From an optimization exercise on the open Yosys and OpenROAD flow, aimed at a short achievable clock period; shortcuts taken in it are not production practice. At most, simulation tests tie the RTL to the original design; equivalence was not proved. Power figures rest on the tool's default switching activity, not on a simulated workload.

==> v7 <==
==> flow/design.v (excerpt) <==
module alu(OPA, OPB, CIN, INP_VALID, CLK, RST, CMD, CE, MODE, COUT, OFLOW, RES, G, E, L, ERR);
==> flow/config.mk <==
export PLATFORM = sky130hd
export DESIGN_NAME = alu
export DESIGN_NICKNAME = alu
export VERILOG_FILES = /design/flow/design.v
export SDC_FILE = /design/flow/constraint.sdc
export NUM_CORES = 4
export LEC_CHECK = 0
export CAP_MARGIN = 20
export CORE_MARGIN = 2
export CORE_UTILIZATION = 40
export SLEW_MARGIN = 20
==> flow/constraint.sdc <==
create_clock -name core_clock -period 8.0 [get_ports {CLK}]
set_input_delay 1.6000 -clock core_clock [delete_from_list [all_inputs] [get_ports {CLK}]]
set_output_delay 1.6000 -clock core_clock [all_outputs]
set_load 0.01 [all_outputs]
standard.sh (not shown) runs the stock make flow with config.mk's settings and CLKGATE_MAP_FILE= SYNTH_SCRIPT=/design/flow/synth_recipe.tcl, a recipe that flattens the netlist after the stock synthesis.
==> flow/flow/run.sh <==
#!/bin/bash
# Standard ORFS flow with full-adder extraction off, a tight ABC delay target and
# repair_timing aiming well below the 8 ns constraint.
bash standard.sh ADDER_MAP_FILE= ABC_CLOCK_PERIOD_IN_PS=1000 SETUP_SLACK_MARGIN=5.6 finish > flow_make.log 2>&1
==> inputs of v8, as changes to v7 <==
--- a/flow/design.v
+++ b/flow/design.v
@@ -38,44 +38,44 @@
     wire mul_en = am & vab & (CMD[3:2] == 2'b10) & (CMD[1] ^ CMD[0]);
     wire inc = CMD[0];
     wire [9:0] y = {2'b00, OPB};
     wire [9:0] x1 = inc ? {2'b00, OPA} : {1'b0, OPA, 1'b0};
     wire [9:0] x2 = inc ? {1'b0, OPA, 1'b1} : {OPA, 2'b00};
     wire b0_y0 = inc, b0_y1 = y[0], b0_y2 = y[1];
-    wire one0 = mul_en & (b0_y1 ^ b0_y0);
-    wire two0 = mul_en & ((b0_y2 & ~b0_y1 & ~b0_y0) | (~b0_y2 & b0_y1 & b0_y0));
-    wire neg0 = mul_en & b0_y2 & ~(b0_y1 & b0_y0);
-    wire pos0 = mul_en & ~b0_y2 & (b0_y1 | b0_y0);
+    wire one0 = b0_y1 ^ b0_y0;
+    wire two0 = ((b0_y2 & ~b0_y1 & ~b0_y0) | (~b0_y2 & b0_y1 & b0_y0));
+    wire neg0 = b0_y2 & ~(b0_y1 & b0_y0);
+    wire pos0 = ~b0_y2 & (b0_y1 | b0_y0);
     wire [9:0] row0_d = (({10{one0}} & x1[9:0]) | ({10{two0}} & x2[9:0])) ^ {10{neg0}};
     wire cor0_d = inc ? pos0 : neg0;
     wire b1_y0 = y[1], b1_y1 = y[2], b1_y2 = y[3];
-    wire one1 = mul_en & (b1_y1 ^ b1_y0);
-    wire two1 = mul_en & ((b1_y2 & ~b1_y1 & ~b1_y0) | (~b1_y2 & b1_y1 & b1_y0));
-    wire neg1 = mul_en & b1_y2 & ~(b1_y1 & b1_y0);
-    wire pos1 = mul_en & ~b1_y2 & (b1_y1 | b1_y0);
+    wire one1 = b1_y1 ^ b1_y0;
+    wire two1 = ((b1_y2 & ~b1_y1 & ~b1_y0) | (~b1_y2 & b1_y1 & b1_y0));
+    wire neg1 = b1_y2 & ~(b1_y1 & b1_y0);
+    wire pos1 = ~b1_y2 & (b1_y1 | b1_y0);
     wire [9:0] row1_d = (({10{one1}} & x1[9:0]) | ({10{two1}} & x2[9:0])) ^ {10{neg1}};
     wire cor1_d = inc ? pos1 : neg1;
     wire b2_y0 = y[3], b2_y1 = y[4], b2_y2 = y[5];
-    wire one2 = mul_en & (b2_y1 ^ b2_y0);
-    wire two2 = mul_en & ((b2_y2 & ~b2_y1 & ~b2_y0) | (~b2_y2 & b2_y1 & b2_y0));
-    wire neg2 = mul_en & b2_y2 & ~(b2_y1 & b2_y0);
-    wire pos2 = mul_en & ~b2_y2 & (b2_y1 | b2_y0);
+    wire one2 = b2_y1 ^ b2_y0;
+    wire two2 = ((b2_y2 & ~b2_y1 & ~b2_y0) | (~b2_y2 & b2_y1 & b2_y0));
+    wire neg2 = b2_y2 & ~(b2_y1 & b2_y0);
+    wire pos2 = ~b2_y2 & (b2_y1 | b2_y0);
     wire [9:0] row2_d = (({10{one2}} & x1[9:0]) | ({10{two2}} & x2[9:0])) ^ {10{neg2}};
     wire cor2_d = inc ? pos2 : neg2;
     wire b3_y0 = y[5], b3_y1 = y[6], b3_y2 = y[7];
-    wire one3 = mul_en & (b3_y1 ^ b3_y0);
-    wire two3 = mul_en & ((b3_y2 & ~b3_y1 & ~b3_y0) | (~b3_y2 & b3_y1 & b3_y0));
-    wire neg3 = mul_en & b3_y2 & ~(b3_y1 & b3_y0);
-    wire pos3 = mul_en & ~b3_y2 & (b3_y1 | b3_y0);
+    wire one3 = b3_y1 ^ b3_y0;
+    wire two3 = ((b3_y2 & ~b3_y1 & ~b3_y0) | (~b3_y2 & b3_y1 & b3_y0));
+    wire neg3 = b3_y2 & ~(b3_y1 & b3_y0);
+    wire pos3 = ~b3_y2 & (b3_y1 | b3_y0);
     wire [9:0] row3_d = (({10{one3}} & x1[9:0]) | ({10{two3}} & x2[9:0])) ^ {10{neg3}};
     wire cor3_d = inc ? pos3 : neg3;
     wire b4_y0 = y[7], b4_y1 = y[8], b4_y2 = y[9];
-    wire one4 = mul_en & (b4_y1 ^ b4_y0);
-    wire two4 = mul_en & ((b4_y2 & ~b4_y1 & ~b4_y0) | (~b4_y2 & b4_y1 & b4_y0));
-    wire neg4 = mul_en & b4_y2 & ~(b4_y1 & b4_y0);
-    wire pos4 = mul_en & ~b4_y2 & (b4_y1 | b4_y0);
+    wire one4 = b4_y1 ^ b4_y0;
+    wire two4 = ((b4_y2 & ~b4_y1 & ~b4_y0) | (~b4_y2 & b4_y1 & b4_y0));
+    wire neg4 = b4_y2 & ~(b4_y1 & b4_y0);
+    wire pos4 = ~b4_y2 & (b4_y1 | b4_y0);
     wire [7:0] row4_d = (({8{one4}} & x1[7:0]) | ({8{two4}} & x2[7:0])) ^ {8{neg4}};
     wire cor4_d = inc ? pos4 : neg4;
     reg [9:0] row0_q;
     reg inv0_q, cor0_q;
     reg [9:0] row1_q;
     reg inv1_q, cor1_q;
@@ -83,13 +83,13 @@
     reg inv2_q, cor2_q;
     reg [9:0] row3_q;
     reg inv3_q, cor3_q;
     reg [7:0] row4_q;
     reg inv4_q, cor4_q;
     reg [7:0] a_q, b_q;
-    reg cu_q, cv_q, bmax_cin_q;
+    reg cu_q, cv_q, bmax_cin_q, mul_q;
     reg q_add;
     reg q_sub;
     reg q_addc;
     reg q_subc;
     reg q_inca;
     reg q_deca;
@@ -130,12 +130,13 @@
         cor4_q <= cor4_d;
         a_q <= OPA;
         b_q <= OPB;
         cu_q <= CIN & ~CMD[3] & CMD[1] & ~CMD[0];           
         cv_q <= ~(CIN & ~CMD[3] & CMD[1] & CMD[0]);   
         bmax_cin_q <= CIN & (&OPB);
+        mul_q <= mul_en;
         q_add <= d_add;
         q_sub <= d_sub;
         q_addc <= d_addc;
         q_subc <= d_subc;
         q_inca <= d_inca;
         q_deca <= d_deca;
@@ -370,44 +371,44 @@
     wire t41s = t26c ^ t27s ^ t13s;
     wire t41c = (t26c & t27s) | (t26c & t13s) | (t27s & t13s);
     wire t42s = t27c ^ t28s ^ t15s;
     wire t42c = (t27c & t28s) | (t27c & t15s) | (t28s & t15s);
     wire t43s = t28c ^ t29s ^ t17s;
     wire t43c = (t28c & t29s) | (t28c & t17s) | (t29s & t17s);
-    wire f_g0 = row0_q[0] & cor0_q;
-    wire f_p0 = row0_q[0] ^ cor0_q;
-    wire f_g1 = row0_q[1] & 1'b0;
-    wire f_p1 = row0_q[1] ^ 1'b0;
-    wire f_g2 = t30s & cor1_q;
-    wire f_p2 = t30s ^ cor1_q;
-    wire f_g3 = t30c & t31s;
-    wire f_p3 = t30c ^ t31s;
-    wire f_g4 = t31c & t32s;
-    wire f_p4 = t31c ^ t32s;
-    wire f_g5 = t32c & t33s;
-    wire f_p5 = t32c ^ t33s;
-    wire f_g6 = t33c & t34s;
-    wire f_p6 = t33c ^ t34s;
-    wire f_g7 = t34c & t35s;
-    wire f_p7 = t34c ^ t35s;
-    wire f_g8 = t35c & t36s;
-    wire f_p8 = t35c ^ t36s;
-    wire f_g9 = t36c & t37s;
-    wire f_p9 = t36c ^ t37s;
-    wire f_g10 = t37c & t38s;
-    wire f_p10 = t37c ^ t38s;
-    wire f_g11 = t38c & t39s;
-    wire f_p11 = t38c ^ t39s;
-    wire f_g12 = t39c & t40s;
-    wire f_p12 = t39c ^ t40s;
-    wire f_g13 = t40c & t41s;
-    wire f_p13 = t40c ^ t41s;
-    wire f_g14 = t41c & t42s;
-    wire f_p14 = t41c ^ t42s;
-    wire f_g15 = t42c & t43s;
-    wire f_p15 = t42c ^ t43s;
+    wire f_g0 = row0_q[0] & cor0_q & mul_q;
+    wire f_p0 = (row0_q[0] ^ cor0_q) & mul_q;
+    wire f_g1 = row0_q[1] & 1'b0 & mul_q;
+    wire f_p1 = (row0_q[1] ^ 1'b0) & mul_q;
+    wire f_g2 = t30s & cor1_q & mul_q;
+    wire f_p2 = (t30s ^ cor1_q) & mul_q;
+    wire f_g3 = t30c & t31s & mul_q;
+    wire f_p3 = (t30c ^ t31s) & mul_q;
+    wire f_g4 = t31c & t32s & mul_q;
+    wire f_p4 = (t31c ^ t32s) & mul_q;
+    wire f_g5 = t32c & t33s & mul_q;
+    wire f_p5 = (t32c ^ t33s) & mul_q;
+    wire f_g6 = t33c & t34s & mul_q;
+    wire f_p6 = (t33c ^ t34s) & mul_q;
+    wire f_g7 = t34c & t35s & mul_q;
+    wire f_p7 = (t34c ^ t35s) & mul_q;
+    wire f_g8 = t35c & t36s & mul_q;
+    wire f_p8 = (t35c ^ t36s) & mul_q;
+    wire f_g9 = t36c & t37s & mul_q;
+    wire f_p9 = (t36c ^ t37s) & mul_q;
+    wire f_g10 = t37c & t38s & mul_q;
+    wire f_p10 = (t37c ^ t38s) & mul_q;
+    wire f_g11 = t38c & t39s & mul_q;
+    wire f_p11 = (t38c ^ t39s) & mul_q;
+    wire f_g12 = t39c & t40s & mul_q;
+    wire f_p12 = (t39c ^ t40s) & mul_q;
+    wire f_g13 = t40c & t41s & mul_q;
+    wire f_p13 = (t40c ^ t41s) & mul_q;
+    wire f_g14 = t41c & t42s & mul_q;
+    wire f_p14 = (t41c ^ t42s) & mul_q;
+    wire f_g15 = t42c & t43s & mul_q;
+    wire f_p15 = (t42c ^ t43s) & mul_q;
     wire f_G0_1 = f_g1 | (f_p1 & f_g0);
     wire f_G0_2 = f_g2 | (f_p2 & f_g1);
     wire f_P0_2 = f_p2 & f_p1;
     wire f_G0_3 = f_g3 | (f_p3 & f_g2);
     wire f_P0_3 = f_p3 & f_p2;
     wire f_G0_4 = f_g4 | (f_p4 & f_g3);
==> flow/flow/run.sh (replaced) <==
#!/bin/bash
# Standard ORFS flow (the standard.sh) with: the standard flow's synthesis script wrapped so that
# ABC uses flow/abc_speed.script, no full-adder cell extraction, and repair_timing aiming
# well below the 8 ns constraint.
W=$(pwd)
export MY_ABC_SCRIPT=$W/flow/abc_speed.script
export FLOW_SYNTH_TCL=$W/synth_recipe.tcl
bash standard.sh SYNTH_SCRIPT=$W/flow/my_synth.tcl ADDER_MAP_FILE= ABC_CLOCK_PERIOD_IN_PS=1000 \
  SETUP_SLACK_MARGIN=5.6 finish > flow_make.log 2>&1
==> flow/flow/abc_speed.script (new file) <==
strash
&get -n
&st
&if -g -K 6
&syn2
&if -g -K 6
&put
dch -f
map {D}
buffer
upsize {D}
dnsize {D}
stime -p
==> flow/flow/my_synth.tcl (new file) <==
# The standard flow's synthesis script (synth_recipe.tcl), with Yosys's abc pass given our own ABC
# script: SOP balancing before a delay-driven standard-cell map.
proc abc {args} {
  set i [lsearch -exact $args -script]
  if {$i >= 0} { lset args [expr {$i + 1}] $::env(MY_ABC_SCRIPT) }
  yosys abc {*}$args
}
source $::env(FLOW_SYNTH_TCL)
==> notes.md <==
Between v7 and v8, the lower global-route usage is in v8 (gap 0.60 points).
Against v7, the combinational power of v8 is larger by 63%.
In v7 the critical path depth is higher than in v8, by 12.
Of v8 and v7, v8 has the higher flip-flop and latch count (gap 1).
Between v8 and v7, the lower area after synthesis is in v7 (gap about 10%, measured against v7).
Of v8 and v7, v7 has the higher non-clock buffer count (gap 73).
Against v8, the utilization of v7 is higher by 6.3 points.
First-iteration DRC count: v7 is higher than v8 (1.8%).
Between v8 and v7, the lower via count is in v7 (gap about 18%, measured against v7).
In v8 the synthesized cell count is higher than in v7, by 33%.
Function not checked in v7: the RTL went through the layout flow alone.

## static timing again, ports no longer ideal
The flow's constraints put no driver on any port. The routed layouts listed below were extracted and timed again, unchanged, in two steps.
Step 1 (the two cells are an assumption about what drives the block):
set clk [get_ports {CLK}]
set_driving_cell -lib_cell sky130_fd_sc_hd__clkbuf_16 $clk
set_driving_cell -lib_cell sky130_fd_sc_hd__buf_2 [delete_from_list [all_inputs] $clk]
Step 2 adds t to the input delays and takes it off the output delays; t is the mean of the earliest and latest rising clock arrival at the registers after step 1. Input paths then give back, and output paths get back, about the clock's delay inside the block.
a / b / c = ideal ports / drivers / drivers and shift; a / b = the first two.
| run | shift t [ns] | setup WS [ns] | worst setup path after step 2 | cell pins on the clock port's net |
|---|---|---|---|---|
| v7 | 0.476 | 4.993 / 4.993 / 4.725 | input to register | 1 |
| v8 | 0.460 | 5.480 / 5.432 / 5.141 | input to register | 1 |
After both steps setup and hold are still met in every run listed. For v8, which loses most, drivers alone change the setup slack by -0.048 ns; drivers and shift together by -0.339 ns.
